This is an optimization exercise on Yosys and OpenROAD, whose aim is small area and a short achievable clock period, not a production implementation. In this exercise RTL edits were held to simulation tests only and were not proved equivalent to the original. Power and IR drop assume default switching activity.

Setup of run A:
Design KalmanFilter, start of the top module:
module KalmanFilter(
    input clk,
    input reset,
    input valid_in,
    input [7:0] z_k,
    output reg [7:0] x_k
);
    reg [1:0] state;   
    reg [1:0] pidx;    
    wire [7:0] x_next;
    kf_next u_next(.p(pidx), .x(x_k), .z(z_k), .y(x_next));
    always @(posedge clk) begin
        if (reset) begin
            x_k   <= 8'd70;
            pidx  <= 2'd0;
            state <= 2'd0;
        end else begin
            if (state != 2'd0 || valid_in)
                state <= state + 2'd1;
            if (state == 2'd3) begin
                x_k <= x_next;
                if (pidx != 2'd3)
                    pidx <= pidx + 2'd1;
            end
        end
    end
endmodule
export LEC_CHECK = 0
export CAP_MARGIN = 20
export CORE_MARGIN = 2
export CORE_UTILIZATION = 40
export CTS_BUF_LIST = sky130_fd_sc_hd__clkbuf_4
export SLEW_MARGIN = 20
create_clock -name core_clock -period 40.0 [get_ports {clk}]
standard.sh (not shown) runs the stock make flow with config.mk's settings and CLKGATE_MAP_FILE= SYNTH_SCRIPT=/design/flow/synth_recipe.tcl, a recipe that flattens the netlist after the stock synthesis.
==> flow/flow/run.sh <==
#!/bin/bash
# Layout flow: the standard flow (standard.sh) with three changes:
#  - synthesis maps the logic with flow/light.abc (strash; dch -f; amap), an
#    area mapping that keeps the structure of the pre-optimised RTL, instead
#    of ORFS's ABC script;
#  - full/half-adder extraction is skipped (ADDER_MAP_FILE left empty);
#  - ports are buffered with buf_2 cells.
# Registers, their names and cell types are those of the standard synthesis.
set -euo pipefail
here=$(pwd)
cat > my_synth.tcl <<EOT
proc abc {args} {
  set i [lsearch -exact \$args -script]
  if {\$i >= 0} { lset args [expr {\$i + 1}] $here/flow/light.abc }
  yosys abc {*}\$args
}
source $here/synth_recipe.tcl
EOT
sed -e "s#SYNTH_SCRIPT=[^ ]*#SYNTH_SCRIPT=$here/my_synth.tcl ADDER_MAP_FILE=#" standard.sh > my_standard.sh
grep -q "my_synth.tcl ADDER_MAP_FILE=" my_standard.sh
export SETUP_SLACK_MARGIN=29
export BUFFER_PORTS_ARGS="-buffer_cell sky130_fd_sc_hd__buf_2"
bash my_standard.sh > flow.log 2>&1
==> flow/flow/light.abc <==
strash
dch -f
amap
topo
stime -p
Edits applied to the flow inputs when going from run A to run B:
-- flow/flow/run.sh --
<<< run A, line 19
sed -e "s#SYNTH_SCRIPT=[^ ]*#SYNTH_SCRIPT=$here/my_synth.tcl ADDER_MAP_FILE=#" standard.sh > my_standard.sh
grep -q "my_synth.tcl ADDER_MAP_FILE=" my_standard.sh
export SETUP_SLACK_MARGIN=29
export BUFFER_PORTS_ARGS="-buffer_cell sky130_fd_sc_hd__buf_2"
bash my_standard.sh > flow.log 2>&1
>>> run B, line 19
sed -e "s#SYNTH_SCRIPT=[^ ]*#SYNTH_SCRIPT=$here/my_synth.tcl ADDER_MAP_FILE=#" standard.sh > my_standard.sh
grep -q "my_synth.tcl ADDER_MAP_FILE=" my_standard.sh
export BUFFER_PORTS_ARGS="-buffer_cell sky130_fd_sc_hd__buf_2"
bash my_standard.sh > flow.log 2>&1
## What came out
- Relative contribution of the clock network to total power for run B is higher than for run A.
- Going from run A to run B, the post-route worst setup slack was found to have gone down by 0.76 ns.
- Run B vs run A: worst path buffer plus inverter count down
### run B -> run C
-- flow/flow/run.sh --
<<< run B, line 19
sed -e "s#SYNTH_SCRIPT=[^ ]*#SYNTH_SCRIPT=$here/my_synth.tcl ADDER_MAP_FILE=#" standard.sh > my_standard.sh
grep -q "my_synth.tcl ADDER_MAP_FILE=" my_standard.sh
export BUFFER_PORTS_ARGS="-buffer_cell sky130_fd_sc_hd__buf_2"
bash my_standard.sh > flow.log 2>&1
>>> run C, line 19
sed -e "s#SYNTH_SCRIPT=[^ ]*#SYNTH_SCRIPT=$here/my_synth.tcl ADDER_MAP_FILE=#" standard.sh > my_standard.sh
grep -q "my_synth.tcl ADDER_MAP_FILE=" my_standard.sh
export SETUP_SLACK_MARGIN=28
export BUFFER_PORTS_ARGS="-buffer_cell sky130_fd_sc_hd__buf_2"
bash my_standard.sh > flow.log 2>&1
## What came out
Delta (run C minus run B): non-clock buffer instance count of the final layout rose 16; total power density per cell area rose 11%.
Run C against run B: global-route usage now sits higher, power increased about 34%, area overhead of the layout relative to synthesis increased by 24 points relative to the old numbers.
On clock skew, run B tracks run C almost exactly.
When run C is measured against run B, its met1 track utilization from global routing turns out 0.90 points higher.
Combinational power up about 64% in run C wrt run B
Global-route wire length before repair: run C higher than run B

KalmanFilter, a different RTL version from the one above (not shown whole).
Size: roughly 12 flip-flops, about 19 I/O pins.
clock: 40.0 ns
lec_check: 0
cap_margin: 20
core_margin: 2
core_utilization: 40
cts_buf_list: sky130_fd_sc_hd__clkbuf_4
slew_margin: 20
==> flow/flow/run.sh <==
#!/bin/bash
# Layout flow: the standard flow (standard.sh) with these changes:
#  - synthesis keeps module kf_x (the logic that only depends on registers)
#    separate until technology mapping, maps it for area (flow/area.abc) and
#    the rest of the design for delay with area recovery (flow/delay.abc),
#    instead of ORFS's single ABC script; the design is flattened afterwards
#    exactly as in the standard synthesis;
#  - full/half-adder extraction is skipped (ADDER_MAP_FILE left empty);
#  - ports are buffered with buf_2 cells.
# Registers, their names and cell types are those of the standard synthesis.
set -euo pipefail
here=$(pwd)
cat > my_synth.tcl <<EOT
proc abc {args} {
  set i [lsearch -exact \$args -script]
  set ax \$args; lset ax [expr {\$i + 1}] $here/flow/area.abc
  set at \$args; lset at [expr {\$i + 1}] $here/flow/delay.abc
  yosys abc {*}\$ax kf_x
  yosys abc {*}\$at KalmanFilter
}
source $here/synth_recipe.tcl
EOT
sed -e "s#SYNTH_SCRIPT=[^ ]*#SYNTH_SCRIPT=$here/my_synth.tcl ADDER_MAP_FILE=#" standard.sh > my_standard.sh
grep -q "my_synth.tcl ADDER_MAP_FILE=" my_standard.sh
export SYNTH_KEEP_MODULES=kf_x
export PRE_DETAIL_PLACE_TCL=$here/flow/pre_dp.tcl
export BUFFER_PORTS_ARGS="-buffer_cell sky130_fd_sc_hd__buf_2"
bash my_standard.sh > flow.log 2>&1
==> flow/flow/area.abc <==
strash
dch -f
amap
topo
stime -p
==> flow/flow/delay.abc <==
strash
dch -f
map -D 2500
topo
stime -p
==> flow/flow/pre_dp.tcl <==
# Output ports only drive the 0.01 pF port load: use buf_1 as their buffers.
foreach inst [[ord::get_db_block] getInsts] {
  set n [$inst getName]
  if {[string match "output*" $n] && [[$inst getMaster] getName] == "sky130_fd_sc_hd__buf_2"} {
    replace_cell $n sky130_fd_sc_hd__buf_1
  }
}
The baseline finished with timing, DRC and antenna clean.
==> next run, changes <==
--- a/flow/flow/run.sh
+++ b/flow/flow/run.sh
@@ -25,3 +25,2 @@
 export SYNTH_KEEP_MODULES=kf_x
-export PRE_DETAIL_PLACE_TCL=$here/flow/pre_dp.tcl
 export BUFFER_PORTS_ARGS="-buffer_cell sky130_fd_sc_hd__buf_2"
removed: flow/flow/pre_dp.tcl
Sequential cell count is unchanged.
Sequential power hardly moves.
Hold slack stays flat.
Fmax stays flat.
Total power barely changes.
Routed wire length is lower by 0.93%.
Cell area goes up by 0.62%.
Worst setup slack improves by 0.023 ns.

port drivers added, routing unchanged:
The results above use ideal ports. As a check the final layouts listed here were re-extracted and re-timed, cells and wires unchanged. Step 1 assumes that a clkbuf_16 drives the clock port and a buf_2 every other input. Step 2, shift: input delay + t, output delay - t, t = (earliest + latest rising clock arrival at the registers) / 2. This alone moves slack from input paths to output paths. Three values: no drivers, after step 1, after step 2; two values: the first two.
| run | shift t [ns] | slack for setup (ns) | pins driven straight from the clock port |
|---|---|---|---|
| run A | 0.294 | 28.213 / 28.182 / 27.888 | 1 |
| run B | 0.285 | 27.454 / 27.448 / 27.163 | 1 |
| run C | 0.284 | 28.059 / 28.053 / 27.769 | 1 |
| the first run of note 2 | 0.285 | 28.887 / 28.885 / 28.600 | 1 |
| the second run of note 2 | 0.284 | 28.909 / 28.907 / 28.623 | 1 |
After both steps every run listed still meets setup and hold. For run A, which loses most, drivers alone change the setup slack by -0.031 ns; drivers and shift together by -0.325 ns.
